This design comes from an exercise in tuning for small area, a short achievable clock period and few clock cycles on the open sky130 flow, not from production work. Only simulation tests tie the RTL to the original design; equivalence was not proved. Power and IR drop assume default switching activity.

==> flow/config.mk <==
export PLATFORM = sky130hd
export DESIGN_NAME = CORE
export DESIGN_NICKNAME = CORE
export VERILOG_FILES = /design/flow/design.v
export SDC_FILE = /design/flow/constraint.sdc
export NUM_CORES = 4
export LEC_CHECK = 0
export CAP_MARGIN = 20
export CORE_MARGIN = 2
export CORE_UTILIZATION = 55
export CTS_BUF_LIST = sky130_fd_sc_hd__clkbuf_8
export CTS_CLUSTER_SIZE = 30
export SETUP_SLACK_MARGIN = 4.6
export SLEW_MARGIN = 20
==> flow/constraint.sdc <==
create_clock -name core_clock -period 8.0 [get_ports {clk}]
set_input_delay 1.6000 -clock core_clock [delete_from_list [all_inputs] [get_ports {clk}]]
set_output_delay 1.6000 -clock core_clock [all_outputs]
set_load 0.01 [all_outputs]
==> flow/design.v <==
module Division (
  input  [14:0] A,
  input  [7:0]  N,
  input  [9:0]  N3,
  output [14:0] Y,
  output [1:0]  Q
);
wire [9:0]  t  = {1'b0, A[14:6]};            
wire [10:0] d1 = {1'b0, t} - {3'b0, N};
wire [10:0] d2 = {1'b0, t} - {2'b0, N, 1'b0};
wire [10:0] d3 = {1'b0, t} - {1'b0, N3};
wire        ge1 = ~d1[10];
wire        ge2 = ~d2[10];
wire        ge3 = ~d3[10];
assign Q = ge3 ? 2'd3 : ge2 ? 2'd2 : ge1 ? 2'd1 : 2'd0;
wire [6:0]  r = ge3 ? d3[6:0] : ge2 ? d2[6:0] : ge1 ? d1[6:0] : t[6:0];
assign Y = {r, A[5:0], Q};
endmodule
module kmeans_ram #(
  parameter P = 4,
  parameter M = 32,
  parameter T = 3
) (
  input               CK,
  input               LOAD,
  input  [15:0]       DI,
  output [16*P-1:0]   HEAD,
  output [16*P-1:0]   TAP
);
reg [16*P*M-1:0] sr;
genvar k;
generate
  for (k = 0; k < P; k = k + 1) begin : g_chain
    wire [15:0] tail = sr[(k*M+M-1)*16 +: 16];
    wire [15:0] prev;
    if (k == 0) begin : g_first
      assign prev = DI;
    end else begin : g_next
      assign prev = sr[((k-1)*M+M-1)*16 +: 16];
    end
    always @(posedge CK)
      sr[k*M*16 +: M*16] <= {sr[k*M*16 +: (M-1)*16], LOAD ? prev : tail};
    assign HEAD[k*16 +: 16] = sr[(k*M)*16 +: 16];
    assign TAP[k*16 +: 16]  = sr[(k*M+T)*16 +: 16];
  end
endgenerate
endmodule
module kMeans #(
  parameter P = 4
) (
  input             clk,
  input             rst_n,
  input             in_valid,
  input      [15:0] in_data,
  output reg        out_valid,
  output reg [15:0] out_data
);
localparam M  = 128 / P;
localparam TW = (P <= 1) ? 8 : (P <= 2) ? 9 : (P <= 4) ? 10 : (P <= 8) ? 11 : 12;
localparam ST_IDLE  = 3'd0,
           ST_PASS  = 3'd1,
           ST_DRAIN = 3'd2,
           ST_DIV   = 3'd3,
           ST_OUT   = 3'd4;
reg  [2:0]  state;
reg  [6:0]  pc;
reg         iv_r;
reg  [15:0] id_r;
reg  [7:0]  wc;
always @(posedge clk) begin
  if (!rst_n) begin
    iv_r <= 1'b0;
    wc   <= 8'd0;
  end else begin
    iv_r <= in_valid;
    wc   <= iv_r ? wc + 8'd1 : 8'd0;
  end
  id_r <= in_data;
end
wire [16*P-1:0] head, tap;
kmeans_ram #(.P(P), .M(M), .T(3)) u_ram (
  .CK   (clk),
  .LOAD (iv_r),
  .DI   (id_r),
  .HEAD (head),
  .TAP  (tap)
);
reg  [7:0]  cx [0:3];
reg  [7:0]  cy [0:3];
reg          p1v;
wire         chg;
wire         run = (state == ST_PASS) && !(pc == 7'd0 && !chg);
always @(posedge clk) begin
  if (!rst_n) p1v <= 1'b0;
  else        p1v <= iv_r && (wc >= 8'd4);
end
wire [P-1:0] v0 = run ? {P{1'b1}} : {{(P-1){1'b0}}, p1v};
reg  [P-1:0] v1, v2;
always @(posedge clk) begin
  if (!rst_n) begin
    v1 <= 0;
    v2 <= 0;
  end else begin
    v1 <= v0;
    v2 <= v1;
  end
end
reg  [4*P-1:0] sel;
genvar k, j;
generate
  for (k = 0; k < P; k = k + 1) begin : g_lane
    wire [7:0] x = head[k*16+8 +: 8];
    wire [7:0] y = head[k*16   +: 8];
    reg  [7:0] ax [0:3];
    reg  [7:0] ay [0:3];
    reg  [3:0] bx, by;
    reg  [8:0] d  [0:3];
    for (j = 0; j < 4; j = j + 1) begin : g_c
      wire       cox, coy;
      wire [7:0] ex, ey;
      assign {cox, ex} = {1'b0, x} + {1'b0, ~cx[j]};
      assign {coy, ey} = {1'b0, y} + {1'b0, ~cy[j]};
      always @(posedge clk) begin
        ax[j] <= ex ^ {8{~cox}};
        ay[j] <= ey ^ {8{~coy}};
        bx[j] <= cox;
        by[j] <= coy;
        d[j]  <= {1'b0, ax[j]} + {1'b0, ay[j]} + bx[j] + by[j];
      end
    end
    wire le01 = d[0] <= d[1];
    wire le02 = d[0] <= d[2];
    wire le03 = d[0] <= d[3];
    wire le12 = d[1] <= d[2];
    wire le13 = d[1] <= d[3];
    wire le23 = d[2] <= d[3];
    always @(posedge clk) begin
      if (!rst_n || !v2[k]) sel[k*4 +: 4] <= 4'd0;
      else begin
        sel[k*4+0] <=  le01 &  le02 &  le03;
        sel[k*4+1] <= ~le01 &  le12 &  le13;
        sel[k*4+2] <= ~le02 & ~le12 &  le23;
        sel[k*4+3] <= ~le03 & ~le13 & ~le23;
      end
    end
  end
endgenerate
reg  [TW-1:0] tx [0:3];
reg  [TW-1:0] ty [0:3];
reg  [3:0]    tn [0:3];
reg  [4:0]    tn3 [0:3];
integer kk, jj;
generate
  for (j = 0; j < 4; j = j + 1) begin : g_sum
    wire [8*P-1:0] mxv, myv;
    wire [P-1:0]   mnv;
    for (k = 0; k < P; k = k + 1) begin : g_leaf
      assign mxv[k*8 +: 8] = tap[k*16+8 +: 8] & {8{sel[k*4+j]}};
      assign myv[k*8 +: 8] = tap[k*16   +: 8] & {8{sel[k*4+j]}};
      assign mnv[k]        = sel[k*4+j];
    end
    reg [TW-1:0] sumx, sumy;
    reg [3:0]    sumn;
    always @(*) begin
      sumx = {TW{1'b0}};
      sumy = {TW{1'b0}};
      sumn = 4'd0;
      for (kk = 0; kk < P; kk = kk + 1) begin
        sumx = sumx + mxv[kk*8 +: 8];
        sumy = sumy + myv[kk*8 +: 8];
        sumn = sumn + mnv[kk];
      end
    end
    always @(posedge clk) begin
      tx[j]  <= sumx;
      ty[j]  <= sumy;
      tn[j]  <= sumn;
      tn3[j] <= {1'b0, sumn} + {sumn, 1'b0};
    end
  end
endgenerate
wire        clr = (state == ST_OUT) || (state == ST_IDLE && iv_r && wc < 8'd4) ||
                  (state == ST_PASS && pc == 7'd0);
wire        div = (state == ST_DIV);
wire        div_last = div && (pc == 7'd3);
wire [3:0]  chg_j;
generate
  for (j = 0; j < 4; j = j + 1) begin : g_cl
    reg  [14:0] sx, sy;
    reg  [7:0]  n;
    reg  [9:0]  n3;
    wire [14:0] yx, yy;
    wire [1:0]  qx, qy;
    Division u_dx (.A(sx), .N(n), .N3(n3), .Y(yx), .Q(qx));
    Division u_dy (.A(sy), .N(n), .N3(n3), .Y(yy), .Q(qy));
    always @(posedge clk) begin
      if (clr) begin
        sx <= 15'd0;
        sy <= 15'd0;
        n  <= 8'd0;
        n3 <= 10'd0;
      end else if (div) begin
        sx <= yx;
        sy <= yy;
      end else begin
        sx <= sx + tx[j];
        sy <= sy + ty[j];
        n  <= n + tn[j];
        n3 <= n3 + tn3[j];
      end
    end
    reg         dif;
    wire [1:0]  cxb = cx[j] >> (6 - 2*pc[1:0]);
    wire [1:0]  cyb = cy[j] >> (6 - 2*pc[1:0]);
    wire        dif_s = (qx != cxb) | (qy != cyb);
    always @(posedge clk)
      if (div) dif <= (pc == 7'd0) ? dif_s : (dif | dif_s);
    assign chg_j[j] = (n != 8'd0) & dif;
    always @(posedge clk) begin
      if (state == ST_IDLE && iv_r && wc == j) begin
        cx[j] <= id_r[15:8];
        cy[j] <= id_r[7:0];
      end else if (div_last && n != 8'd0) begin
        cx[j] <= yx[7:0];
        cy[j] <= yy[7:0];
      end
    end
  end
endgenerate
assign chg = |chg_j;
always @(posedge clk) begin
  if (!rst_n) begin
    state <= ST_IDLE;
    pc    <= 7'd0;
  end else begin
    case (state)
      ST_IDLE: begin
        pc <= 7'd0;
        if (iv_r && wc == 8'd131) begin
          state <= ST_DRAIN;
          pc    <= 7'd4;
        end
      end
      ST_PASS: begin
        pc <= pc + 7'd1;
        if (pc == 7'd0 && !chg) begin
          state <= ST_OUT;
          pc    <= 7'd0;
        end else if (pc == M - 1) begin
          state <= ST_DRAIN;
          pc    <= 7'd3;
        end
      end
      ST_DRAIN: begin
        pc <= pc - 7'd1;
        if (pc == 7'd0) begin
          state <= ST_DIV;
          pc    <= 7'd0;
        end
      end
      ST_DIV: begin
        pc <= pc + 7'd1;
        if (pc == 7'd3) begin
          pc    <= 7'd0;
          state <= ST_PASS;
        end
      end
      ST_OUT: begin
        pc <= pc + 7'd1;
        if (pc == 7'd3) begin
          state <= ST_IDLE;
          pc    <= 7'd0;
        end
      end
      default: state <= ST_IDLE;
    endcase
  end
end
always @(posedge clk) begin
  if (!rst_n) out_valid <= 1'b0;
  else        out_valid <= (state == ST_OUT);
end
always @(posedge clk) begin
  if (state == ST_OUT)
    out_data <= {cx[pc[1:0]], cy[pc[1:0]]};
end
endmodule
module CORE(
  clk,
  rst_n,
  in_valid,
  in_data,
  out_valid,
  out_data
);
input               clk;
input               rst_n;
input               in_valid;
input       [15:0]  in_data;
output              out_valid;
output      [15:0]  out_data;
kMeans n_kMeans(
  .clk        (clk),
  .rst_n      (rst_n),
  .in_valid   (in_valid),
  .in_data    (in_data),
  .out_valid  (out_valid),
  .out_data   (out_data)
);
endmodule 
==> flow/run.sh <==
#!/bin/bash
# synth_recipe.tcl (not shown) runs the flow's synth.tcl, then flattens the netlist and writes it again
# the make line also repeats each setting of config.mk as NAME=value (left out here)
make -C /OpenROAD-flow-scripts/flow DESIGN_CONFIG=/design/flow/config.mk WORK_HOME=/design/flow/orfs CLKGATE_MAP_FILE= SYNTH_SCRIPT=/design/flow/synth_recipe.tcl finish
==> notes.md, run 1 <==
status no timing/DRC/antenna violations; Die Area between 0.2 and 0.25 sq mm; period utilization 42.4%; WP buf/inv 2; top cell type's share of synthesized area approximately half; post-DP HPWL 222,000 um; dominant synthesized flop cell dfxtp_1; clock latency (worst-skew pair) 1.14 ns; hold_buf cts 0; DRC viols 0; CTS H-tree depth 5; Layout Nets between 10,000 and 15,000; cell taking the most area after synthesis dfxtp_1; Placed Area roughly 0.12 sq mm; Pwr per Cell Area roughly 240 mW/mm^2; DR vias/cell ~5.4; Synth area leaders dfxtp_1, ha_1, xnor2_1; vias just over 70,000; FMAX 0.295 GHz; final WL 300,000 um; port buffer count 35; crit path max fanout 5; DRT iter0 DRCs 5,233; P&R area growth vs syn 12.6%; Global Route Usage Sum between 20% and 30%; Clock transition at path regs roughly 0.070 ns; VDD IR max ~0.00023 V; Max Transition Viols Final 0; Std-Cell Rows around 170; initial core utilization 55.4%; total gr overflow 0; Worst Hold Launch n_kMeans.u_ram.sr[2009]; Hold Fails Final Rpt 0; hold path depth 0; syn nets ~11,000; Post-DRT Antenna Nets 0; total CTS buffers 444; crit path DAT about 4.4 ns; Crit path largest cell delay about 0.5 ns; clock sink count about 2,900; DRT Pass-1 Iters 19; largest net degree at the start of global routing ~140; total of max-cap violations 0; first-pass GRT wire length 437,000 um; Hold EP n_kMeans.u_ram.sr[2025]; CP Launch Type register; Layout fillers approximately 16,000; CTS Root Cell clkbuf_8; Reg-to-Reg End n_kMeans.ty[0][9]; delay-heaviest family, CP adder cells; Slowest cell on crit path fa_1; fin area between 0.1 and 0.15 sq mm; FF+latch count, synth 2,921; core box area 0.202 sq mm; synthesized instance count ~9,800; Die H 455 um; sequential-to-total area share from yosys stat between 50% and 60%; worst rel slew slack between 20 and 25%; synth warn 20; HP Class register to register; Slew @ Worst Pin 1.16 ns; number of flops mapped to enable cells by yosys 84; Tmin final between 3 and 4 ns; Cell Chain, Critical Path and2_1 > ha_1 > inv_1 > fa_1 > fa_1 > inv_1 > ha_1 > fa_2 > a21o_1 > a21oi_2 > o21bai_1 > a21oi_2 > nor2b_1 > o21ai_0 > nand2b_1; Mapped Area roughly 0.11 sq mm; reg2reg setup slack between 4 and 5 ns; # IOs 36; RePlAce Congestion approximately 0.95; RSZ-0062 raised after global routing true; Setup crit end kind register; DR WL/cell around 23 um; CP required 8.98 ns; FF-to-FF Start n_kMeans.u_ram.sr[560]; Pleak 56.3 nW; setup violators final 0; ys async rst share 0%; Worst R2R Path Depth 15; initial antenna violation count 45; CTS tree built; Setup Total Neg Slack 0 ns; Clock Skew between 0.15 and 0.2 ns; clk buf depth 4; post-synthesis average cell area approximately 11 sq um; ratio of cells with drive above 1 in the final layout between 10 and 15%; vias in the first global route about 70,000; Die Wd about 460 um; Crit Path Class register to register; Distinct cells, synth 99
flip-flops by register name, indices dropped and copies added, names as in the netlist, 16 cells and up:
register            count
n_kMeans.cx            32
n_kMeans.tn3           20
n_kMeans.cy            32
n_kMeans.ty            40
n_kMeans.g_lane.by     16
n_kMeans.g_lane.d     144
n_kMeans.g_cl.sy       60
n_kMeans.u_ram.sr    2048
n_kMeans.g_lane.ax    128
n_kMeans.sel           16
n_kMeans.g_cl.sx       60
n_kMeans.g_lane.ay    128
n_kMeans.g_cl.n        32
n_kMeans.g_lane.bx     16
n_kMeans.out_data      16
n_kMeans.id_r          16
n_kMeans.tx            40
n_kMeans.g_cl.n3       40
kinds of logic (layout without fill, tap and decap cells):
kind of cell / after synthesis / in the layout / share of synthesized area (%)
xor gates and xnor gates: 791 / 791 / 6.18
DFF: 2921 / 2921 / 52.9
AOI/OAI and AO/OA: 1899 / 1899 / 11.2
adders and majority gates: 1371 / 1371 / 16.6
and+or+nand+nor: 1768 / 1768 / 8.09
muxes: 200 / 200 / 2.13
buffers and inverters: 835 / 1599 / 2.84
other: 0 / 23 / 0
where the power goes:
group	switching, W	internal (W)
combinational	0.00164	0.00123
sequential	0.000384	0.0151
clock	0.00551	0.00698
synthesized netlist by cell type, types with 32 or more instances:
master	count
fa_1	196
o21ai_1	44
nor3_1	128
xnor2_1	508
nor2_1	321
nand2b_1	184
xor2_1	283
nand3_1	113
ha_1	1175
buf_2	32
o21bai_1	77
mux2i_1	40
o21a_1	104
o311ai_1	34
dfxtp_1	2837
clkbuf_1	89
inv_1	677
o21ai_0	316
or3_1	59
nand4_1	33
a211o_1	47
nor2b_1	152
mux2_1	47
a211oi_1	76
edfxtp_1	84
a21o_1	259
mux2_2	97
o31ai_1	39
nand2_1	439
a21oi_1	595
and2_1	187
per-layer routing:
layer	vias to the layer above	part of all wire, %	track usage [%]	wire length (um)
met2	2245	44	44.6	133000
met3	638	7.1	5.75	21200
met1	34300	44	37.4	131000
li1	34700	-	-	-
met4	4	4.7	12.8	14000
met5	-	0.0060	0	18
layout make-up:
class | instances | area, sq um | share of cell area [%]
timing repair buffer | 111 | 966 | 0.766
sequential | 2921 | 59400 | 47.1
clock inverter | 225 | 1620 | 1.28
antenna | 23 | 57.6 | 0.0456
tap | 2672 | 3340 | 2.65
inverter | 705 | 2670 | 2.11
multi-input combinational | 6029 | 50500 | 40.0
clock buffer | 558 | 7680 | 6.09
cells in the final DEF, fill, tap and decap left out, types with 44 or more instances in the layout:
cell,count
edfxtp_1,84
nand2_1,435
or3_1,59
a211oi_1,74
inv_1,792
o21a_1,104
a21o_1,259
and2_1,178
xnor2_1,502
clkinv_2,49
clkbuf_8,558
ha_1,1141
nand2b_1,184
nor2_1,317
a21oi_1,548
nand3_1,112
fa_1,182
buf_4,67
o21ai_1,71
mux2_1,47
nor2b_1,149
xor2_1,277
a211o_1,47
o21ai_0,282
mux2_2,97
a21oi_2,44
dfxtp_1,2814
o21bai_1,76
nor3_1,128
worst max path at each step:
| stage | start | slack, ns | endpoint | cells after the start |
|---|---|---|---|---|
| after detailed placement | n_kMeans.sel[4] | 3.98 | n_kMeans.ty[0][9] | 15 |
| after global routing | n_kMeans.sel[5] | 4.45 | n_kMeans.tx[1][9] | 17 |
| after CTS | n_kMeans.sel[0] | 4.45 | n_kMeans.ty[0][9] | 15 |
| after floorplan | n_kMeans.sel[1] | 4.59 | n_kMeans.tx[1][9] | 18 |
| after global placement | n_kMeans.sel[0] | 3.98 | n_kMeans.ty[0][9] | 17 |
| final | n_kMeans.u_ram.sr[560] | 4.60 | n_kMeans.ty[0][9] | 15 |
metrics by stage:
stage	total power (W)	worst slack, ns	std cells	hold slack [ns]	util (%)
after floorplan	0.0177	4.59	9785	0.310	-
after global placement	0.0186	3.98	12400	0.309	57.1
after detailed placement	0.0187	3.98	12400	0.312	57.1
after CTS	0.0312	4.45	13200	0.232	61.9
after global routing	0.0322	4.45	13200	0.237	62.3
final	0.0309	4.60	13200	0.244	62.4
timing repair:
item / in CTS / in global routing
pin swaps: 25 / 93
gates resized for setup: 107 / 147
endpoints found under the setup margin: 66 / 51
gates cloned: 0 / 1
setup buffers: 18 / 20
Testbench counts, summed over its fixed seeds: cycles 25,008.
==> inputs of run 2 (changes only) <==
--- a/flow/config.mk
+++ b/flow/config.mk
@@ -7,8 +7,6 @@
 export LEC_CHECK = 0
 export CAP_MARGIN = 20
 export CORE_MARGIN = 2
-export CORE_UTILIZATION = 55
-export CTS_BUF_LIST = sky130_fd_sc_hd__clkbuf_8
-export CTS_CLUSTER_SIZE = 30
+export CORE_UTILIZATION = 50
 export SETUP_SLACK_MARGIN = 4.6
 export SLEW_MARGIN = 20
==> notes.md, run 2 <==
initial core utilization 50.4% (was 55.4%); biggest regs n_kMeans.u_ram.sr x2048, n_kMeans.g_lane.d x144 (unchanged); Synth Area in Adders 16.6% (unchanged); synth warn 20 (unchanged); Global Route Usage Sum 25.8% (was 28.2%); complex-gate fraction of the synthesized area 11.2% (unchanged); CTS H-tree depth 5 (unchanged); Clock transition at path regs 0.06 ns (was 0.07 ns); post-DP HPWL 225,000 um (was 222,000 um); FF+latch count, synth 2,921 (unchanged); CTS Root Cell clkbuf_16 (was clkbuf_8); clock sink count 2,921 (unchanged); Placed Cells 12,700 (was 12,400); CP required 8.83 ns (was 8.98 ns); Hold EP n_kMeans.u_ram.sr[37] (was n_kMeans.u_ram.sr[2025]); worst rel slew slack 21.7% (was 22.4%); Tmin final 3.34 ns (was 3.40 ns); fin area 0.127 sq mm (was 0.126 sq mm); total of max-cap violations 0 (unchanged); vias in the first global route 69,700 (was 70,400); Synth Area in XOR/XNOR 6.18% (unchanged); DRT iter0 DRCs 5,162 (was 5,233); crit path DAT 4.17 ns (was 4.37 ns); max reg flops 2,048 (unchanged); commonest non-fill, non-tap cell in the layout dfxtp_1 (unchanged); HP Class register to register (unchanged); total gr overflow 0 (unchanged); number of flops mapped to enable cells by yosys 84 (unchanged); cell mode on critical path a21o_1; Std-Cell Rows 173 (was 165); Hold Fails Final Rpt 0 (unchanged); reg2reg setup slack 4.66 ns (was 4.60 ns); Pwr per Cell Area 254 mW/mm^2 (was 245 mW/mm^2); ys async rst share 0% (unchanged); vias 71,200 (was 71,800); VDD IR max 0.000214 V (was 0.000234 V); Pwr Total 0.0323 W (was 0.0309 W); Mapped Area 0.112 sq mm (unchanged); period utilization 41.7% (was 42.4%); Worst Hold Launch n_kMeans.u_ram.sr[21] (was n_kMeans.u_ram.sr[2009]); P&R area growth vs syn 13.4% (was 12.6%); DRT Pass-1 Iters 9 (was 19); Simple-Gate Fraction of Synth Area 8.09% (unchanged); CTS tree built (unchanged); hold path depth 0 (unchanged); top post-synthesis cells by count dfxtp_1, ha_1, inv_1 (unchanged); crit path max fanout 5 (unchanged); syn nets 11,200 (unchanged); port buffer count 35 (unchanged); Setup Total Neg Slack 0 ns (unchanged); sequential-to-total area share from yosys stat 52.9% (unchanged); initial antenna violation count 47 (was 45); final WL 300,000 um (about the same); Slowest cell on crit path fa_1 (unchanged); Slew @ Worst Pin 1.17 ns (was 1.16 ns); Cell Chain, Critical Path buf_12 > and2_4 > ha_4 > fa_2 > a21o_1 > a21oi_2 > buf_4 > xnor2_1 > fa_1 > inv_1 > ha_1 > o21ai_2 > a21boi_2 > o21a_1 > o21ai_1 > nand2b_1 > a21o_1 (was and2_1 > ha_1 > inv_1 > fa_1 > fa_1 > inv_1 > ha_1 > fa_2 > a21o_1 > a21oi_2 > o21bai_1 > a21oi_2 > nor2b_1 > o21ai_0 > nand2b_1); first-pass GRT wire length 438,000 um (was 437,000 um); Worst R2R Path Depth 17 (was 15); Layout fillers 18,700 (was 16,300); RSZ-0062 raised after global routing true (unchanged); DR vias/cell 5.37 (was 5.42); # IOs 36 (unchanged); Die Wd 478 um (was 455 um); FF-to-FF Start n_kMeans.sel[0] (was n_kMeans.u_ram.sr[560]); post-synthesis average cell area 11.5 sq um (unchanged); largest net degree at the start of global routing 151 (was 144); total CTS buffers 302 (was 444); status no timing/DRC/antenna violations (unchanged); dominant synthesized flop cell dfxtp_1 (unchanged); Die H 478 um (was 455 um); Post-DRT Antenna Nets 0 (unchanged); RePlAce Congestion 0.950 (was 0.952); Synth area leaders dfxtp_1, ha_1, xnor2_1 (unchanged); setup violators final 0 (unchanged); DRC viols 0 (unchanged); Placed Area 0.116 sq mm (about the same); Reg-to-Reg End n_kMeans.tx[0][9] (was n_kMeans.ty[0][9]); DR WL/cell 22.6 um (about the same); Pleak 55.9 nW (was 56.3 nW); clk buf depth 4 (unchanged); Crit path largest cell delay 0.48 ns (was 0.50 ns); Setup crit end kind register (unchanged); CP Launch Type register (unchanged); Distinct cells, synth 99 (unchanged); clock latency (worst-skew pair) 0.94 ns (was 1.14 ns); synthesized instance count 9,785 (unchanged); cell taking the most area after synthesis dfxtp_1 (unchanged); Max Transition Viols Final 0 (unchanged); mux cell area share after synthesis 2.13% (unchanged); most frequent cells in the layout dfxtp_1, ha_1, inv_1 (unchanged); ratio of cells with drive above 1 in the final layout 9.17% (was 10.9%); Clock Skew 0.0943 ns (was 0.152 ns); Crit Path Class register to register (unchanged); most common cell in the netlist dfxtp_1 (unchanged); Top reg by flops n_kMeans.u_ram.sr (unchanged); core box area 0.223 sq mm (was 0.202 sq mm); top cell type's share of synthesized area 50.7% (unchanged); post-route non-filler standard cell count 13,300 (was 13,200); FMAX 0.300 GHz (was 0.295 GHz); Die Area 0.228 sq mm (was 0.207 sq mm); Layout Nets 11,500 (was 11,600); largest family of logic cells by synthesized area adder cells (unchanged)
[run 2: cell counts after synthesis]
No cell type changed its count.
[run 2: what timing repair did]
action | in CTS | in global routing
buffers inserted | 22 | 20
resized for setup | 81 | 154
hold buffers | 0 | 0
endpoints found under the setup margin | 69 | 63
pin swaps | 8 | 93
[run 2: metal layers]
layer,global-route usage [%],routed length [um],vias to the layer above
met2,40.6,133000,2182
met5,0,0,-
li1,-,-,34300
met4,11.5,14600,0
met1,35.2,135000,34200
met3,3.78,18200,618
[run 2: area by class of cell]
class                      instances  area, sq um  share of cell area, %
timing repair buffer             117         1010                  0.792
multi-input combinational       6029        50500                   39.7
clock inverter                   107         1420                   1.12
sequential                      2921        59400                   46.7
inverter                         705         2650                   2.09
tap                             2975         3720                   2.93
clock buffer                     401         8420                   6.62
antenna                           15         37.5                 0.0295
[run 2: critical path: cells and delay by family (launching register included)]
| family | cells | cell delay, ns |
|---|---|---|
| flip-flops | 1 | 0.35 |
| AND/OR/NAND/NOR | 2 | 0.21 |
| adder cells (fa/ha/maj) | 4 | 1.33 |
| buffers and inverters | 3 | 0.29 |
| XOR/XNOR | 1 | 0.07 |
| AO/OA/AOI/OAI | 7 | 1.01 |
[run 2: kinds of logic after synthesis]
logic type	after synthesis
buffers and inverters	835
flip-flops	2921
AND/OR/NAND/NOR	1768
adder cells (fa/ha/maj)	1371
XOR/XNOR	791
AO/OA/AOI/OAI	1899
multiplexers	200
[run 2: report_power, final]
group | internal, W | total, W | switching, W
clock | 0.00830 | 0.0139 | 0.00556
sequential | 0.0151 | 0.0155 | 0.000400
combinational | 0.00124 | 0.00289 | 0.00165
total | 0.0247 | 0.0323 | 0.00760
[run 2: how the worst max path moves through the flow]
stage,startpoint,end,slack (ns),cells past startpoint
3_3_place_gp,n_kMeans.sel[4],n_kMeans.ty[0][9],4.11,15
2_1_floorplan,n_kMeans.sel[1],n_kMeans.tx[1][9],4.59,18
5_1_grt,n_kMeans.sel[0],n_kMeans.ty[0][9],4.49,15
3_5_place_dp,n_kMeans.sel[4],n_kMeans.ty[0][9],4.02,15
6_report,n_kMeans.sel[0],n_kMeans.tx[0][9],4.66,17
4_1_cts,n_kMeans.sel[4],n_kMeans.ty[0][9],4.47,15
[run 2: stage by stage]
| stage | setup slack (ns) | hold slack [ns] | util [%] |
|---|---|---|---|
| after floorplan | 4.59 | 0.310 | - |
| after global placement | 4.11 | 0.309 | 52.1 |
| after detailed placement | 4.02 | 0.312 | 52.1 |
| after CTS | 4.47 | 0.276 | 56.7 |
| after global routing | 4.49 | 0.283 | 57.1 |
| final | 4.66 | 0.279 | 57.1 |
==> inputs of run 3 (changes only) <==
--- a/flow/config.mk
+++ b/flow/config.mk
@@ -8,5 +8,5 @@
 export CAP_MARGIN = 20
 export CORE_MARGIN = 2
 export CORE_UTILIZATION = 50
-export SETUP_SLACK_MARGIN = 4.6
+export SETUP_SLACK_MARGIN = 5.0
 export SLEW_MARGIN = 20
==> notes.md, run 3 <==
status no timing/DRC/antenna violations (unchanged); DR vias/cell 5.40 (was 5.37); sequential-to-total area share from yosys stat 52.9% (unchanged); core box area 0.223 sq mm (unchanged); CP required 8.76 ns (was 8.83 ns); ys async rst share 0% (unchanged); Slew @ Worst Pin 1.22 ns (was 1.17 ns); CTS H-tree depth 5 (unchanged); top post-synthesis cells by count dfxtp_1, ha_1, inv_1 (unchanged); dominant synthesized flop cell dfxtp_1 (unchanged); DRT iter0 DRCs 5,157 (was 5,162); DR WL/cell 23.1 um (was 22.6 um); top cell type's share of synthesized area 50.7% (unchanged); Clk network pwr share 43.7% (was 43.0%); Top reg by flops n_kMeans.u_ram.sr (unchanged); port buffer count 35 (unchanged); most frequent cells in the layout dfxtp_1, ha_1, inv_1 (unchanged); post-synthesis average cell area 11.5 sq um (unchanged); CTS Root Cell clkbuf_16 (unchanged); RSZ-0062 raised after global routing true (unchanged); Std-Cell Rows 173 (unchanged); first-pass GRT wire length 449,000 um (was 438,000 um); Synth Area in Adders 16.6% (unchanged); Simple-Gate Fraction of Synth Area 8.09% (unchanged); initial core utilization 50.4% (unchanged); synthesized instance count 9,785 (unchanged); Pwr per Cell Area 251 mW/mm^2 (was 254 mW/mm^2); VDD IR max 0.000270 V (was 0.000214 V); Synth area leaders dfxtp_1, ha_1, xnor2_1 (unchanged); Layout Nets 11,600 (was 11,500); worst rel slew slack 18.5% (was 21.7%); Distinct cells, synth 99 (unchanged); Tmin final 3.35 ns (was 3.34 ns); clock sink count 2,921 (unchanged); clk buf depth 4 (unchanged); Post-DRT Antenna Nets 0 (unchanged); clock latency (worst-skew pair) 0.93 ns (was 0.94 ns); DRC viols 0 (unchanged); CP Launch Type register (unchanged); Die Wd 478 um (unchanged); HP Class register to register (unchanged); Setup Total Neg Slack 0 ns (unchanged); total of max-cap violations 0 (unchanged); CTS tree built (unchanged); FF+latch count, synth 2,921 (unchanged); Hold Fails Final Rpt 0 (unchanged); Die H 478 um (unchanged); FMAX 0.298 GHz (was 0.300 GHz); complex-gate fraction of the synthesized area 11.2% (unchanged); cell taking the most area after synthesis dfxtp_1 (unchanged); commonest non-fill, non-tap cell in the layout dfxtp_1 (unchanged); vias 72,400 (was 71,200); # IOs 36 (unchanged); synth warn 20 (unchanged); DRT Pass-1 Iters 8 (was 9); Flop pwr share 47.3% (was 48.1%); P&R area growth vs syn 16.2% (was 13.4%); Global Route Usage Sum 26.6% (was 25.8%); max reg flops 2,048 (unchanged); Layout fillers 18,500 (was 18,700); switch share 23.4% (was 23.6%); largest family of logic cells by synthesized area adder cells (unchanged); FF-to-FF Start n_kMeans.sel[2] (was n_kMeans.sel[0]); crit path max fanout 4 (was 5); initial antenna violation count 52 (was 47); crit path DAT 4.11 ns (was 4.17 ns); final hold slack 0.279 ns (about the same); number of flops mapped to enable cells by yosys 84 (unchanged); setup violators final 0 (unchanged); total gr overflow 0 (unchanged); syn nets 11,200 (unchanged); RePlAce Congestion 0.957 (was 0.950); Clock Skew 0.0803 ns (was 0.0943 ns); largest net degree at the start of global routing 70 (was 151); ratio of cells with drive above 1 in the final layout 13.1% (was 9.17%); Die Area 0.228 sq mm (unchanged); Gate power share 9.0% (was 8.9%); mux cell area share after synthesis 2.13% (unchanged); Mapped Area 0.112 sq mm (unchanged); period utilization 41.9% (was 41.7%); Internal 0.0251 W (was 0.0247 W); final WL 310,000 um (was 300,000 um); Max Transition Viols Final 0 (unchanged); Clock transition at path regs 0.06 ns (about the same); Pleak 57.0 nW (was 55.9 nW); total CTS buffers 303 (was 302); biggest regs n_kMeans.u_ram.sr x2048, n_kMeans.g_lane.d x144 (unchanged); post-DP HPWL 228,000 um (was 225,000 um); vias in the first global route 70,800 (was 69,700); Worst Hold Launch n_kMeans.u_ram.sr[1046] (was n_kMeans.u_ram.sr[21]); most common cell in the netlist dfxtp_1 (unchanged); Crit Path Class register to register (unchanged); Setup crit end kind register (unchanged); Synth Area in XOR/XNOR 6.18% (unchanged); net switching power 0.00763 W (was 0.00760 W); Worst Setup SP n_kMeans.sel[2] (was n_kMeans.sel[0])
[run 3: cell counts after synthesis]
Identical to the previous run, type by type.
[run 3: through the flow]
| stage | std cells | cell area (sq um) | setup slack (ns) | total power (W) | utilization (%) |
|---|---|---|---|---|---|
| global route | 13400 | 130000 | 4.52 | 0.0340 | 58.5 |
| floorplan | 9785 | 113000 | 4.85 | 0.0177 | - |
| detailed placement | 12700 | 117000 | 4.16 | 0.0187 | 52.4 |
| CTS | 13300 | 129000 | 4.63 | 0.0330 | 57.8 |
| finish | 13400 | 130000 | 4.65 | 0.0327 | 58.5 |
| global placement | 12700 | 117000 | 4.26 | 0.0186 | 52.4 |
[run 3: cell type report]
cell class / count / area [sq um] / area share (%)
tap: 2975 / 3720 / 2.86
antenna: 8 / 20.0 / 0.0154
sequential: 2921 / 59400 / 45.6
clock buffer: 418 / 8820 / 6.77
clock inverter: 109 / 1440 / 1.11
timing repair buffer: 252 / 2270 / 1.74
inverter: 705 / 2720 / 2.09
multi-input combinational: 6030 / 51800 / 39.8
[run 3: cells by family after synthesis]
group / count (synthesis)
DFF: 2921
AOI/OAI and AO/OA: 1899
and+or+nand+nor: 1768
adders and majority gates: 1371
buffers and inverters: 835
xor gates and xnor gates: 791
muxes: 200
[run 3: repair_timing]
action,CTS,global route
pin swaps,155,160
cloned,3,0
setup endpoints to repair,420,281
gates resized for setup,288,174
buffers inserted,99,73
hold buffers,0,0
[run 3: path summary, 6_finish.rpt]
| kind | to | slack (ns) | cells past startpoint |
|---|---|---|---|
| max reg2reg | n_kMeans.ty[2][9] | 4.65 | 17 |
| min | n_kMeans.u_ram.sr[1062] | 0.28 | 0 |
| min reg2reg | n_kMeans.u_ram.sr[1062] | 0.28 | 0 |
| max | n_kMeans.ty[2][9] | 4.65 | 17 |
[run 3: critical path, cell delays in order (launching register included)]
cell	delay [ns]
dfxtp_4	0.36
buf_6	0.13
and2_4	0.14
ha_4	0.16
fa_2	0.38
a21o_1	0.20
a21oi_2	0.16
buf_4	0.14
xnor2_2	0.06
fa_1	0.52
inv_2	0.05
ha_4	0.25
o21ai_4	0.07
a21boi_2	0.08
o21a_1	0.20
o21ai_1	0.12
nand2b_1	0.07
a21o_1	0.15
[run 3: routing by layer]
layer,track usage (%),routed length [um],vias up
met5,0,27,-
met4,13.6,18300,4
met3,4.21,20300,696
met2,40.9,135000,2278
met1,36.2,137000,34900
li1,-,-,34600
[run 3: power by group through the flow]
stage / combinational [W] / sequential (W) / clock (W)
after floorplan: 0.00207 / 0.0156 / 0
after global placement: 0.00278 / 0.0158 / 0
after detailed placement: 0.00288 / 0.0158 / 0
after CTS: 0.00292 / 0.0155 / 0.0146
after global routing: 0.00329 / 0.0155 / 0.0152
final: 0.00293 / 0.0155 / 0.0143
==> inputs of run 4 (changes only) <==
--- a/flow/design.v
+++ b/flow/design.v
@@ -89,7 +89,8 @@
 reg  [7:0]  cy [0:3];
 reg          p1v;
 wire         chg;
-wire         run = (state == ST_PASS) && !(pc == 7'd0 && !chg);
+wire         fin = (state == ST_PASS) && (pc == 7'd0) && !chg;
+wire         run = (state == ST_PASS) && !fin;
 always @(posedge clk) begin
   if (!rst_n) p1v <= 1'b0;
   else        p1v <= iv_r && (wc >= 8'd4);
@@ -147,35 +148,31 @@
 endgenerate
 reg  [TW-1:0] tx [0:3];
 reg  [TW-1:0] ty [0:3];
-reg  [3:0]    tn [0:3];
-reg  [4:0]    tn3 [0:3];
-integer kk, jj;
 generate
   for (j = 0; j < 4; j = j + 1) begin : g_sum
-    wire [8*P-1:0] mxv, myv;
-    wire [P-1:0]   mnv;
+    wire [TW-1:0] ox [0:P-1];
+    wire [TW-1:0] oy [0:P-1];
     for (k = 0; k < P; k = k + 1) begin : g_leaf
-      assign mxv[k*8 +: 8] = tap[k*16+8 +: 8] & {8{sel[k*4+j]}};
-      assign myv[k*8 +: 8] = tap[k*16   +: 8] & {8{sel[k*4+j]}};
-      assign mnv[k]        = sel[k*4+j];
+      assign ox[k] = {{(TW-8){1'b0}}, tap[k*16+8 +: 8] & {8{sel[k*4+j]}}};
+      assign oy[k] = {{(TW-8){1'b0}}, tap[k*16   +: 8] & {8{sel[k*4+j]}}};
     end
-    reg [TW-1:0] sumx, sumy;
-    reg [3:0]    sumn;
-    always @(*) begin
-      sumx = {TW{1'b0}};
-      sumy = {TW{1'b0}};
-      sumn = 4'd0;
-      for (kk = 0; kk < P; kk = kk + 1) begin
-        sumx = sumx + mxv[kk*8 +: 8];
-        sumy = sumy + myv[kk*8 +: 8];
-        sumn = sumn + mnv[kk];
-      end
+    wire [TW-1:0] rsx [0:P-2];
+    wire [TW-1:0] rcx [0:P-2];
+    wire [TW-1:0] rsy [0:P-2];
+    wire [TW-1:0] rcy [0:P-2];
+    assign rsx[0] = ox[0];
+    assign rcx[0] = ox[1];
+    assign rsy[0] = oy[0];
+    assign rcy[0] = oy[1];
+    for (k = 0; k < P-2; k = k + 1) begin : g_row
+      assign rsx[k+1] = rsx[k] ^ rcx[k] ^ ox[k+2];
+      assign rcx[k+1] = ((rsx[k] & rcx[k]) | (rsx[k] & ox[k+2]) | (rcx[k] & ox[k+2])) << 1;
+      assign rsy[k+1] = rsy[k] ^ rcy[k] ^ oy[k+2];
+      assign rcy[k+1] = ((rsy[k] & rcy[k]) | (rsy[k] & oy[k+2]) | (rcy[k] & oy[k+2])) << 1;
     end
     always @(posedge clk) begin
-      tx[j]  <= sumx;
-      ty[j]  <= sumy;
-      tn[j]  <= sumn;
-      tn3[j] <= {1'b0, sumn} + {sumn, 1'b0};
+      tx[j] <= rsx[P-2] + rcx[P-2];
+      ty[j] <= rsy[P-2] + rcy[P-2];
     end
   end
 endgenerate
@@ -197,18 +194,25 @@
       if (clr) begin
         sx <= 15'd0;
         sy <= 15'd0;
-        n  <= 8'd0;
-        n3 <= 10'd0;
       end else if (div) begin
         sx <= yx;
         sy <= yy;
       end else begin
         sx <= sx + tx[j];
         sy <= sy + ty[j];
-        n  <= n + tn[j];
-        n3 <= n3 + tn3[j];
       end
     end
+    reg [3:0] pn;
+    integer q;
+    always @(*) begin
+      pn = 4'd0;
+      for (q = 0; q < P; q = q + 1) pn = pn + sel[q*4+j];
+    end
+    always @(posedge clk) begin
+      if (clr) n <= 8'd0;
+      else if (!div) n <= n + pn;
+      n3 <= {2'b0, n} + {1'b0, n, 1'b0};
+    end
     reg         dif;
     wire [1:0]  cxb = cx[j] >> (6 - 2*pc[1:0]);
     wire [1:0]  cyb = cy[j] >> (6 - 2*pc[1:0]);
@@ -245,7 +249,7 @@
         pc <= pc + 7'd1;
         if (pc == 7'd0 && !chg) begin
           state <= ST_OUT;
-          pc    <= 7'd0;
+          pc    <= 7'd1;
         end else if (pc == M - 1) begin
           state <= ST_DRAIN;
           pc    <= 7'd3;
@@ -278,10 +282,10 @@
 end
 always @(posedge clk) begin
   if (!rst_n) out_valid <= 1'b0;
-  else        out_valid <= (state == ST_OUT);
+  else        out_valid <= (state == ST_OUT) || fin;
 end
 always @(posedge clk) begin
-  if (state == ST_OUT)
+  if (state == ST_OUT || fin)
     out_data <= {cx[pc[1:0]], cy[pc[1:0]]};
 end
 endmodule
==> notes.md, run 4 <==
status no timing/DRC/antenna violations (unchanged); biggest regs n_kMeans.u_ram.sr x2048, n_kMeans.g_lane.d x144 (unchanged); Slew @ Worst Pin 1.09 ns (was 1.22 ns); period utilization 39.7% (was 41.9%); Top reg by flops n_kMeans.u_ram.sr (unchanged); setup violators final 0 (unchanged); Std-Cell Rows 171 (was 173); Flop pwr share 40.8% (was 47.3%); clock latency (worst-skew pair) 0.97 ns (was 0.93 ns); DR vias/cell 5.35 (was 5.40); FMAX 0.315 GHz (was 0.298 GHz); top post-synthesis cells by count dfxtp_1, ha_1, inv_1 (unchanged); DR WL/cell 22.9 um (was 23.1 um); Slowest cell on crit path fa_1 (unchanged); RSZ-0062 raised after global routing true (unchanged); total of max-cap violations 0 (unchanged); FF+latch count, synth 2,893 (was 2,921); Synth area leaders dfxtp_1, ha_1, fa_1 (was dfxtp_1, ha_1, xnor2_1); dominant synthesized flop cell dfxtp_1 (unchanged); Internal 0.0274 W (was 0.0251 W); synth warn 18 (was 20); Setup Total Neg Slack 0 ns (unchanged); clk buf depth 4 (unchanged); vias in the first global route 67,800 (was 70,800); Placed Cells 12,200 (was 12,700); DRT Pass-1 Iters 12 (was 8); Crit Path Class register to register (unchanged); Post-DRT Antenna Nets 0 (unchanged); Mapped Area 0.110 sq mm (was 0.112 sq mm); # IOs 36 (unchanged); commonest non-fill, non-tap cell in the layout dfxtp_1 (unchanged); initial antenna violation count 42 (was 52); largest net degree at the start of global routing 141 (was 70); pre-CTS setup slack 4.29 ns (was 4.16 ns); most common cell in the netlist dfxtp_1 (unchanged); Die H 472 um (was 478 um); post-DP HPWL 219,000 um (was 228,000 um); crit path DAT 3.94 ns (was 4.11 ns); vias 69,100 (was 72,400); Worst Setup SP n_kMeans.sel[2] (unchanged); DRC viols 0 (unchanged); DRT iter0 DRCs 5,020 (was 5,157); max reg flops 2,048 (unchanged); Hold Fails Final Rpt 0 (unchanged); ratio of cells with drive above 1 in the final layout 12.1% (was 13.1%); Distinct cells, synth 93 (was 99); Clock Skew 0.100 ns (was 0.0803 ns); ys async rst share 0% (unchanged); initial core utilization 50.4% (about the same); hold_buf cts 0 (unchanged); Worst Hold Launch n_kMeans.u_ram.sr[674] (was n_kMeans.u_ram.sr[1046]); net switching power 0.0117 W (was 0.00763 W); Gate power share 23.4% (was 9.0%); CTS tree built (unchanged); CTS Root Cell clkbuf_16 (unchanged); syn nets 10,800 (was 11,200); Die Wd 472 um (was 478 um); sequential-to-total area share from yosys stat 53.5% (was 52.9%); port buffer count 35 (unchanged); Clk network pwr share 35.8% (was 43.7%); HP Class register to register (unchanged); Crit path largest cell delay 0.51 ns (was 0.52 ns); core box area 0.218 sq mm (was 0.223 sq mm); CP required 8.77 ns (was 8.76 ns); RePlAce Congestion 0.943 (was 0.957); synthesized instance count 9,426 (was 9,785); switch share 29.9% (was 23.4%); Layout Nets 11,200 (was 11,600); cell taking the most area after synthesis dfxtp_1 (unchanged); total CTS buffers 302 (was 303); top cell type's share of synthesized area 51.2% (was 50.7%); number of flops mapped to enable cells by yosys 84 (unchanged); Pwr per Cell Area 309 mW/mm^2 (was 251 mW/mm^2); Tmin final 3.18 ns (was 3.35 ns); Die Area 0.223 sq mm (was 0.228 sq mm); Cell Chain, Critical Path nand2_2 > fa_1 > inv_2 > fa_1 > ha_4 > fa_2 > a21o_1 > a21oi_2 > o21bai_1 > a21oi_2 > nor2b_1 > o21ai_1 > nand2b_1 (was buf_6 > and2_4 > ha_4 > fa_2 > a21o_1 > a21oi_2 > buf_4 > xnor2_2 > fa_1 > inv_2 > ha_4 > o21ai_4 > a21boi_2 > o21a_1 > o21ai_1 > nand2b_1 > a21o_1); VDD IR max 0.000267 V (was 0.000270 V); CP Launch Type register (unchanged); PnR worst setup slack 4.82 ns (was 4.65 ns); most frequent cells in the layout dfxtp_1, ha_1, inv_1 (unchanged); FF-to-FF Start n_kMeans.sel[2] (unchanged); total gr overflow 0 (unchanged); clock sink count 2,893 (was 2,921); worst rel slew slack 26.7% (was 18.5%); Global Route Usage Sum 26.1% (was 26.6%); post-synthesis average cell area 11.6 sq um (was 11.5 sq um); final WL 296,000 um (was 310,000 um); P&R area growth vs syn 15.2% (was 16.2%); final hold slack 0.226 ns (was 0.279 ns); Setup crit end kind register (unchanged); CTS H-tree depth 5 (unchanged); Pleak 56.1 nW (was 57.0 nW); Clock transition at path regs 0.06 ns (about the same); crit path max fanout 5 (was 4); first-pass GRT wire length 430,000 um (was 449,000 um); post-route non-filler standard cell count 12,900 (was 13,400); Max Transition Viols Final 0 (unchanged)
## run 4: changes by cell type after synthesis, sizes merged, moves of 40 or more
cell	previous run	this run
o21ai	360	300
a21oi	596	551
nor2	321	244
fa	196	236
and2	187	104
nand2	440	488
## run 4: power groups by stage
stage               logic (W)  clock network (W)  registers, W
finish                0.00917             0.0140        0.0159
detailed placement    0.00851                  0        0.0162
global placement      0.00840                  0        0.0162
global route           0.0101             0.0149        0.0160
floorplan             0.00604                  0        0.0159
CTS                   0.00873             0.0143        0.0159
## run 4: critical path: cells and delay by family, from the launching register on
kind,cells,cell delay [ns]
compound gates,5,0.70
fa+ha+maj,4,1.53
buf+inv,1,0.04
flops,1,0.50
simple gates,3,0.22
## run 4: worst paths after layout
check / end / slack [ns] / depth (start not counted)
worst max register to register: n_kMeans.ty[2][9] / 4.82 / 13
worst min register to register: n_kMeans.u_ram.sr[690] / 0.23 / 0
worst min-delay path: n_kMeans.u_ram.sr[690] / 0.23 / 0
worst max-delay path: n_kMeans.ty[2][9] / 4.82 / 13
## run 4: area by class of cell
class,count,area (sq um)
multi-input cells,5724,49300
repair buffers,227,2010
clock inverters,111,1470
fillers,18000,91200
inverters,695,2660
diodes,16,40.0
well taps,2854,3570
flip-flops and latches,2893,58900
clock buffers,407,8500
## run 4: cells by family after synthesis
logic type | synth area share (%)
flip-flops | 53.5
XOR/XNOR | 6.05
AO/OA/AOI/OAI | 10.7
AND/OR/NAND/NOR | 7.43
buffers and inverters | 2.79
adder cells (fa/ha/maj) | 17.4
multiplexers | 2.11
## run 4: routing by layer
metal / up-vias / GRT usage (%) / wire length [um]
li1: 33300 / - / -
met1: 33200 / 35.0 / 131000
met2: 2090 / 41.0 / 131000
met3: 528 / 5.15 / 20900
met4: 0 / 11.1 / 13200
met5: - / 0 / 0
## run 4: metrics by stage
| step | total power, W | utilization, % | area [sq um] |
|---|---|---|---|
| after floorplan | 0.0219 | - | 110000 |
| after global placement | 0.0246 | 52.2 | 114000 |
| after detailed placement | 0.0248 | 52.2 | 114000 |
| after CTS | 0.0390 | 57.4 | 125000 |
| after global routing | 0.0410 | 58.1 | 126000 |
| final | 0.0391 | 58.1 | 126000 |
## run 4: timing repair
| item | 4_1_cts | 5_1_grt |
|---|---|---|
| gates resized for setup | 263 | 193 |
| cloned | 1 | 1 |
| pin swaps | 74 | 104 |
| setup buffers | 93 | 64 |
| setup endpoints to repair | 388 | 303 |
Testbench counts of run 4, summed over its fixed seeds: cycles 24,944.
==> inputs of run 5 (changes only) <==
--- a/flow/config.mk
+++ b/flow/config.mk
@@ -5,8 +5,9 @@
 export SDC_FILE = /design/flow/constraint.sdc
 export NUM_CORES = 4
 export LEC_CHECK = 0
+export ABC_AREA = 1
 export CAP_MARGIN = 20
 export CORE_MARGIN = 2
-export CORE_UTILIZATION = 50
+export CORE_UTILIZATION = 62
 export SETUP_SLACK_MARGIN = 5.0
 export SLEW_MARGIN = 20
==> notes.md, run 5 <==
top post-synthesis cells by count dfxtp_1, nand2_1, inv_1 (was dfxtp_1, ha_1, inv_1); hold_buf cts 0 (unchanged); DRT iter0 DRCs 6,067 (was 5,020); Crit Path Class register to output pin (was register to register); Distinct cells, synth 58 (was 93); Placed Cells 13,400 (was 12,200); CP Launch Type register (unchanged); delay-heaviest family, CP flip-flops (was adder cells); worst rel slew slack 24.4% (was 26.7%); period utilization 41.4% (was 39.7%); final WL 305,000 um (was 296,000 um); synthesized instance count 11,100 (was 9,426); sequential-to-total area share from yosys stat 52.4% (was 53.5%); Worst R2R Path Depth 13 (unchanged); clk buf depth 4 (unchanged); most common cell in the netlist dfxtp_1 (unchanged); clock latency (worst-skew pair) 0.92 ns (was 0.97 ns); FF+latch count, synth 2,893 (unchanged); Top reg by flops n_kMeans.u_ram.sr (unchanged); status no timing/DRC/antenna violations (unchanged); Max Transition Viols Final 0 (unchanged); first-pass GRT wire length 451,000 um (was 430,000 um); DRT Pass-1 Iters 6 (was 12); vias 76,800 (was 69,100); FMAX 0.302 GHz (was 0.315 GHz); WP buf/inv 1 (unchanged); crit path DAT 1.71 ns (was 3.94 ns); Tmin final 3.31 ns (was 3.18 ns); # IOs 36 (unchanged); VDD IR max 0.000292 V (was 0.000267 V); final hold slack 0.275 ns (was 0.226 ns); syn nets 12,500 (was 10,800); Post-DRT Antenna Nets 0 (unchanged); reg2reg setup slack 5.00 ns (was 4.82 ns); Std-Cell Rows 156 (was 171); DR WL/cell 21.8 um (was 22.9 um); CTS H-tree depth 5 (unchanged); CP required 6.40 ns (was 8.77 ns); Setup Total Neg Slack 0 ns (unchanged); total CTS buffers 293 (was 302); synth warn 18 (unchanged); initial core utilization 62.2% (was 50.4%); Die Area 0.184 sq mm (was 0.223 sq mm); Die H 429 um (was 472 um); Worst Hold Launch n_kMeans.u_ram.sr[856] (was n_kMeans.u_ram.sr[674]); CTS Root Cell clkbuf_16 (unchanged); Pleak 59.3 nW (was 56.1 nW); DRC viols 0 (unchanged); Slew @ Worst Pin 1.13 ns (was 1.09 ns); ys async rst share 0% (unchanged); clock sink count 2,893 (unchanged); Reg-to-Reg End n_kMeans.g_cl[3].n[7] (was n_kMeans.ty[2][9]); Mapped Area 0.112 sq mm (was 0.110 sq mm); Slowest cell on crit path edfxtp_1 (was fa_1); most frequent cells in the layout dfxtp_1, nand2_1, inv_1 (was dfxtp_1, ha_1, inv_1); Critical Path Stages 1 (was 13); crit path max fanout 1 (was 5); Hold Fails Final Rpt 0 (unchanged); Clock Skew 0.0724 ns (was 0.100 ns); FF-to-FF Start n_kMeans.sel[3] (was n_kMeans.sel[2]); HP Class register to register (unchanged); vias in the first global route 75,000 (was 67,800); port buffer count 35 (unchanged); Crit path largest cell delay 0.61 ns (was 0.51 ns); setup violators final 0 (unchanged); CTS tree built (unchanged); number of flops mapped to enable cells by yosys 84 (unchanged); Pwr per Cell Area 307 mW/mm^2 (was 309 mW/mm^2); Hold EP n_kMeans.u_ram.sr[872] (was n_kMeans.u_ram.sr[690]); Die Wd 429 um (was 472 um); biggest regs n_kMeans.u_ram.sr x2048, n_kMeans.g_lane.d x144 (unchanged); Setup crit end kind output pin (was register); commonest non-fill, non-tap cell in the layout dfxtp_1 (unchanged); dominant synthesized flop cell dfxtp_1 (unchanged); total of max-cap violations 0 (unchanged); Synth area leaders dfxtp_1, ha_1, nand2_1 (was dfxtp_1, ha_1, fa_1); Global Route Usage Sum 32.6% (was 26.1%); top cell type's share of synthesized area 50.1% (was 51.2%); P&R area growth vs syn 12.3% (was 15.2%); initial antenna violation count 22 (was 42); max reg flops 2,048 (unchanged); largest net degree at the start of global routing 75 (was 141); RePlAce Congestion 0.985 (was 0.943); total gr overflow 0 (unchanged); core box area 0.180 sq mm (was 0.218 sq mm); post-DP HPWL 217,000 um (was 219,000 um); DR vias/cell 5.49 (was 5.35); ratio of cells with drive above 1 in the final layout 8.15% (was 12.1%); hold path depth 0 (unchanged); post-synthesis average cell area 10.1 sq um (was 11.6 sq um); Cell Chain, Critical Path buf_2 (was nand2_2 > fa_1 > inv_2 > fa_1 > ha_4 > fa_2 > a21o_1 > a21oi_2 > o21bai_1 > a21oi_2 > nor2b_1 > o21ai_1 > nand2b_1); RSZ-0062 raised after global routing true (unchanged); Layout Nets 12,800 (was 11,200); Clock transition at path regs 0.06 ns (about the same); post-route non-filler standard cell count 14,000 (was 12,900); cell taking the most area after synthesis dfxtp_1 (unchanged)
## run 5: cell types whose count changed in the layout (fill, tap and decap cells not counted), moves of 170 or more
cell	change
nand3_1	+299
nor2_1	+221
a21oi_1	+426
xnor2_1	-299
a21o_1	-214
inv_1	+590
nand2b_1	-170
xor2_1	+294
nand2_1	+1240
## run 5: cell families (layout without fill, tap and decap cells)
group,Yosys count,after routing,synth area share [%]
buffers and inverters,1453,1952,5.13
multiplexers,16,16,0.161
other,0,6,0
AO/OA/AOI/OAI,1656,1656,8.17
XOR/XNOR,739,739,5.77
flip-flops,2893,2893,52.4
adder cells (fa/ha/maj),1381,1381,17.0
AND/OR/NAND/NOR,2983,2983,11.4
## run 5: through the flow
stage | instance area [sq um] | setup slack (ns) | util, % | total power [W]
final | 126000 | 4.69 | 69.9 | 0.0387
after global routing | 126000 | 4.69 | 69.8 | 0.0405
after CTS | 125000 | 4.70 | 69.3 | 0.0388
after detailed placement | 115000 | 4.21 | 63.7 | 0.0250
after global placement | 115000 | 4.02 | 63.7 | 0.0248
after floorplan | 112000 | 5.01 | - | 0.0223
## run 5: worst max-delay path by stage
stage                                     from                      to  slack, ns
floorplan                      n_kMeans.sel[9]       n_kMeans.tx[1][9]       5.01
global placement    n_kMeans.g_lane[0].d[1][8]         n_kMeans.sel[0]       4.02
detailed placement              n_kMeans.pc[0]  n_kMeans.g_cl[0].sy[6]       4.21
CTS                       n_kMeans.out_data[6]             out_data[6]       4.70
global route              n_kMeans.out_data[0]             out_data[0]       4.69
finish                    n_kMeans.out_data[0]             out_data[0]       4.69
## run 5: metal layers
| layer | vias up | global-route usage, % | routed length (um) |
|---|---|---|---|
| met3 | 843 | 6.53 | 23600 |
| met2 | 2776 | 51.0 | 135000 |
| met4 | 8 | 19.9 | 21200 |
| met1 | 36100 | 41.7 | 126000 |
| li1 | 37100 | - | - |
| met5 | - | 0 | 49 |
## run 5: layout make-up
type / count / area, sq um
antenna: 6 / 15.0
clock buffer: 393 / 8250
clock inverter: 106 / 1350
fill: 13400 / 54400
inverter: 1283 / 4860
multi-input combinational: 6775 / 48200
sequential: 2893 / 58900
tap: 2370 / 2970
timing repair buffer: 170 / 1430
## run 5: report_power, final
| group | total, W | leakage [nW] | switching [W] | internal (W) |
|---|---|---|---|---|
| Combinational | 0.00801 | 30.5 | 0.00497 | 0.00305 |
| Clock | 0.0137 | 4.69 | 0.00557 | 0.00812 |
| Sequential | 0.0170 | 24.1 | 0.00104 | 0.0160 |
| Total | 0.0387 | 59.3 | 0.0116 | 0.0271 |
## run 5: timing repair
item	CTS	global route
setup buffers	45	62
pin swaps	11	62
endpoints found under the setup margin	327	188
gates resized for setup	180	137
gates cloned	0	0
==> inputs of run 6 (changes only) <==
--- a/flow/config.mk
+++ b/flow/config.mk
@@ -5,9 +5,10 @@
 export SDC_FILE = /design/flow/constraint.sdc
 export NUM_CORES = 4
 export LEC_CHECK = 0
-export ABC_AREA = 1
 export CAP_MARGIN = 20
 export CORE_MARGIN = 2
-export CORE_UTILIZATION = 62
+export CORE_UTILIZATION = 70
+export CTS_CLUSTER_DIAMETER = 100
+export CTS_CLUSTER_SIZE = 18
 export SETUP_SLACK_MARGIN = 5.0
 export SLEW_MARGIN = 20
==> notes.md, run 6 <==
status aborted with a tool error (was no timing/DRC/antenna violations); CTS Root Cell clkbuf_16 (unchanged); Distinct cells, synth 93 (was 58); vias in the first global route about 81,000; post-synthesis average cell area 11.6 sq um (was 10.1 sq um); total CTS buffers 179 (was 293); most common cell in the netlist dfxtp_1 (unchanged); sequential-to-total area share from yosys stat 53.5% (was 52.4%); Mapped Area 0.110 sq mm (was 0.112 sq mm); hold_buf cts 0 (unchanged); Synth area leaders dfxtp_1, ha_1, fa_1 (was dfxtp_1, ha_1, nand2_1); Placed Cells 11,400 (was 13,400); Die H 400 um (was 429 um); first-pass GRT wire length around 570,000 um; ys async rst share 0% (unchanged); port buffer count 35 (unchanged); synthesized instance count 9,426 (was 11,100); CTS H-tree depth 4 (was 5); FF+latch count, synth 2,893 (unchanged); post-DP HPWL 226,000 um (was 217,000 um); Std-Cell Rows 145 (was 156); total gr overflow 38; Die Wd 400 um (was 429 um); initial core utilization 70.3% (was 62.2%); cell taking the most area after synthesis dfxtp_1 (unchanged); top cell type's share of synthesized area 51.2% (was 50.1%); syn nets 10,800 (was 12,500); number of flops mapped to enable cells by yosys 84 (unchanged); # IOs 36 (unchanged); Global Route Usage Sum about 50%; clock sink count 2,893 (unchanged); Placed Area 0.113 sq mm (was 0.115 sq mm); RePlAce Congestion 1.03 (was 0.985); dominant synthesized flop cell dfxtp_1 (unchanged); clk buf depth 3 (was 4); largest net degree at the start of global routing between 70 and 80; Fail Step global routing; Err [ERROR GRT-0116] Global routing finished with congestion. Check the congestion regions in the DRC Viewer.; synth warn 18 (unchanged); pre-CTS setup slack 3.80 ns (was 4.21 ns); top post-synthesis cells by count dfxtp_1, ha_1, inv_1 (was dfxtp_1, nand2_1, inv_1)
-- run 6: power by group through the flow --
stage | combinational (W) | sequential, W | clock, W
CTS | 0.00889 | 0.0160 | 0.00915
floorplan | 0.00604 | 0.0159 | 0
global placement | 0.00799 | 0.0162 | 0
detailed placement | 0.00833 | 0.0163 | 0
-- run 6: timing repair --
item	in CTS
resized for setup	311
gates cloned	2
pin swaps	83
buffers inserted	100
setup endpoints to repair	360
-- run 6: worst max path at each step --
stage / from / end / slack (ns)
after CTS: n_kMeans.sel[2] / n_kMeans.ty[2][9] / 4.44
after detailed placement: n_kMeans.sel[10] / n_kMeans.tx[2][9] / 3.80
after global placement: rst_n / n_kMeans.sel[1] / 4.32
after floorplan: n_kMeans.sel[10] / n_kMeans.ty[2][9] / 4.94
-- run 6: kinds of logic after synthesis --
group                      after synthesis  synth area share [%]
DFF                                   2893                  53.5
and+or+nand+nor                       1609                  7.43
AOI/OAI and AO/OA                     1781                  10.7
muxes                                  194                  2.11
xor gates and xnor gates               758                  6.05
adders and majority gates             1381                  17.4
buffers and inverters                  810                  2.79
-- run 6: routing by layer --
layer | GRT usage (%) | overflow
met4 | 37.2 | 20
met3 | 26.7 | 1
met5 | 12.8 | 1
met1 | 55.4 | 2
met2 | 70.7 | 14
-- run 6: metrics by stage --
step | utilization (%) | power [W]
after floorplan | - | 0.0219
after CTS | 76.4 | 0.0340
after detailed placement | 72.2 | 0.0246
after global placement | 72.2 | 0.0242
==> inputs of run 7 (changes only) <==
--- a/flow/config.mk
+++ b/flow/config.mk
@@ -7,8 +7,8 @@
 export LEC_CHECK = 0
 export CAP_MARGIN = 20
 export CORE_MARGIN = 2
-export CORE_UTILIZATION = 70
-export CTS_CLUSTER_DIAMETER = 100
-export CTS_CLUSTER_SIZE = 18
+export CORE_UTILIZATION = 65
+export CTS_CLUSTER_DIAMETER = 120
+export CTS_CLUSTER_SIZE = 22
 export SETUP_SLACK_MARGIN = 5.0
 export SLEW_MARGIN = 20
==> notes.md, run 7 <==
crit path max fanout 1; Clock transition at path regs 0.11 ns; DRT iter0 DRCs roughly 6,700; P&R area growth vs syn 9.22%; Worst Setup SP n_kMeans.out_data[12]; Synth Area in Adders 17.4% (unchanged); post-route non-filler standard cell count 11,900; synthesized instance count 9,426 (unchanged); CP Launch Type register; Crit Path Class register to output pin; ys async rst share 0% (unchanged); number of flops mapped to enable cells by yosys 84 (unchanged); critical path endpoint out_data[12]; met2 GRT Util 54.4%; Post-DRT Antenna Nets 0; Slowest cell on crit path edfxtp_1; Setup Total Neg Slack 0 ns; DRC viols 0; clk buf depth 3 (unchanged); # IOs 36 (unchanged); Distinct cells, synth 93 (unchanged); total of max-cap violations 0; Hold Fails Final Rpt 0; busiest grt layer met2; CTS tree built; most common cell in the netlist dfxtp_1 (unchanged); FF+latch count, synth 2,893 (unchanged); post-DP HPWL 217,000 um (was 226,000 um); Synth Area in XOR/XNOR 6.05% (unchanged); setup violators final 0; Slew @ Worst Pin ~1.1 ns; initial core utilization 65.5% (was 70.3%); Reg area 0.0589 sq mm; clock sink count 2,893 (unchanged); top post-synthesis cells by count dfxtp_1, ha_1, inv_1 (unchanged); vias 70,700; DR vias/cell 5.92; Top reg by flops n_kMeans.u_ram.sr; Die Area ~0.17 sq mm; CTS Root Cell clkbuf_16 (unchanged); CTS H-tree depth 4 (unchanged); Tmin final around 3.2 ns; cell taking the most area after synthesis dfxtp_1 (unchanged); WP buf/inv 1; complex-gate fraction of the synthesized area 10.7% (unchanged); sequential-to-total area share from yosys stat 53.5% (unchanged); ratio of cells with drive above 1 in the final layout a little under a tenth; GR Layer Usage met3 about 7.9%; DR WL/cell roughly 25 um; status no timing/DRC/antenna violations (was aborted with a tool error); crit path DAT around 1.6 ns; multi-input logic area between 0.04 and 0.05 sq mm; delay-heaviest family, CP flip-flops; Layout Nets about 11,000; Crit path largest cell delay about 0.53 ns; syn nets 10,800 (unchanged); total CTS buffers 150 (was 179); met1 Resource Use GR roughly 44%; Worst R2R Path Depth 13; final WL 303,000 um; HP Class register to register; largest family of logic cells by synthesized area adder cells (unchanged); FF-to-FF Start n_kMeans.u_ram.sr[1081]; Placed Cells 11,600 (was 11,400); period utilization about two fifths; DRT Pass-1 Iters 9; synth warn 18 (unchanged); Cell Chain, Critical Path buf_2; Pwr per Cell Area roughly 280 mW/mm^2; clock latency (worst-skew pair) 0.88 ns; Critical Path Stages 1; Die Wd 415 um (was 400 um); Std-Cell Rows 150 (was 145); post-synthesis average cell area 11.6 sq um (unchanged); VDD IR max 0.000401 V; most frequent cells in the layout dfxtp_1, ha_1, inv_1; reg2reg setup slack 4.85 ns; core box area between 0.15 and 0.2 sq mm; vias in the first global route ~70,000; Mapped Area 0.110 sq mm (unchanged); top cell type's share of synthesized area 51.2% (unchanged); Global Route Usage Sum between 30% and 40%; dominant synthesized flop cell dfxtp_1 (unchanged); total gr overflow 0; worst rel slew slack between 20 and 25%; Max Transition Viols Final 0; Clock Skew ~0.064 ns; Simple-Gate Fraction of Synth Area 7.43% (unchanged); Reg-to-Reg End n_kMeans.tx[1][9]; max reg flops between 2,000 and 2,500; CP required 6.40 ns; port buffer count 35 (unchanged); biggest regs n_kMeans.u_ram.sr x2048, n_kMeans.g_lane.d x144; initial antenna violation count 32; largest net degree at the start of global routing 108; hold_buf cts 0 (unchanged); commonest non-fill, non-tap cell in the layout dfxtp_1; Pleak roughly 53 nW; first-pass GRT wire length around 440,000 um; Layout fillers 11,500; RePlAce Congestion 1.01 (was 1.03); Setup crit end kind output pin; Die H 415 um (was 400 um); mux cell area share after synthesis 2.11% (unchanged); Synth area leaders dfxtp_1, ha_1, fa_1 (unchanged); post-layout util 71.6%; RSZ-0062 raised after global routing true; FMAX around 0.32 GHz
run 7: cell counts after synthesis:
Identical to the previous run, type by type.
run 7: cell type report:
class	instances	area share, %
antenna	11	0.0230
clock buffer	167	3.21
clock inverter	18	0.384
inverter	695	2.23
multi-input combinational	5725	41.0
sequential	2893	49.2
tap	2204	2.30
timing repair buffer	230	1.71
run 7: logic make-up (layout without fill, tap and decap cells):
kind of cell	count (synthesis)	after routing
multiplexers	194	194
adder cells (fa/ha/maj)	1381	1381
AND/OR/NAND/NOR	1609	1611
other	0	11
buffers and inverters	810	1110
AO/OA/AOI/OAI	1781	1781
flip-flops	2893	2893
XOR/XNOR	758	758
run 7: layer usage:
metal / share of wire [%] / vias to the layer above
li1: - / 32800
met1: 40 / 34100
met2: 45 / 2976
met3: 8.9 / 894
met4: 6.3 / 18
met5: 0.044 / -
run 7: what timing repair did:
| item | in CTS | in global routing |
|---|---|---|
| setup endpoints to repair | 378 | 409 |
| pin swaps | 79 | 91 |
| buffers inserted | 84 | 80 |
| endpoints found under the hold margin | 0 | 0 |
| gates resized for setup | 259 | 186 |
| cloned | 1 | 2 |
run 7: stage by stage:
stage | setup slack (ns) | instance area [sq um] | power [W] | hold slack (ns)
6_report | 4.83 | 120000 | 0.0337 | 0.273
5_1_grt | 4.74 | 120000 | 0.0352 | 0.276
4_1_cts | 4.79 | 118000 | 0.0331 | 0.268
3_5_place_dp | 4.31 | 113000 | 0.0247 | 0.312
3_3_place_gp | 4.29 | 113000 | 0.0245 | 0.309
2_1_floorplan | 4.94 | 110000 | 0.0219 | 0.310
run 7: report_power, final:
group / total [W] / switching [W] / leakage (nW) / internal (W)
Sequential: 0.0160 / 0.000763 / 23.7 / 0.0152
Clock: 0.00822 / 0.00465 / 2.07 / 0.00357
Combinational: 0.00947 / 0.00568 / 27.5 / 0.00379
run 7: worst min path at each step:
| stage | start | depth (start not counted) | slack [ns] | end |
|---|---|---|---|---|
| 6_report | n_kMeans.u_ram.sr[1042] | 0 | 0.27 | n_kMeans.u_ram.sr[1058] |
| 2_1_floorplan | n_kMeans.u_ram.sr[984] | 0 | 0.31 | n_kMeans.u_ram.sr[1000] |
| 4_1_cts | n_kMeans.u_ram.sr[1042] | 0 | 0.27 | n_kMeans.u_ram.sr[1058] |
| 3_3_place_gp | n_kMeans.u_ram.sr[184] | 0 | 0.31 | n_kMeans.u_ram.sr[200] |
| 5_1_grt | n_kMeans.u_ram.sr[1042] | 0 | 0.28 | n_kMeans.u_ram.sr[1058] |
| 3_5_place_dp | n_kMeans.u_ram.sr[1007] | 0 | 0.31 | n_kMeans.u_ram.sr[1023] |

port drivers added, routing unchanged:
The results above use ideal ports. As a check the final layouts listed here were re-extracted and re-timed, cells and wires unchanged. Step 1 sets driving cells, clkbuf_16 on the clock port and buf_2 on the other inputs (assumed; they add their load-dependent delay and slew). Step 2 times the ports against the registers' clock, not the clock port: input delays grow and output delays shrink by t, the midpoint of the rising clock arrivals with the driver on. Slacks: no drivers / after step 1 / after step 2; pairs: no drivers / after step 1.
run | t, ns | setup slack, ns | worst register clock-pin slew, ns
run 1 | 1.140 | 4.605 / 4.605 / 4.385 | 0.07 / 0.07
run 2 | 0.990 | 4.662 / 4.578 / 4.369 | 0.07 / 0.07
run 3 | 0.978 | 4.650 / 4.650 / 4.503 | 0.07 / 0.07
run 4 | 1.005 | 4.825 / 4.825 / 4.227 | 0.07 / 0.07
run 5 | 0.982 | 4.686 / 4.594 / 4.315 | 0.07 / 0.07
run 7 | 0.936 | 4.833 / 4.743 / 4.340 | 0.11 / 0.11
After both steps setup and hold are still met in every run listed. The setup slack of run 4, which loses most, moves by 0.000 ns with the drivers and by -0.598 ns with both steps.
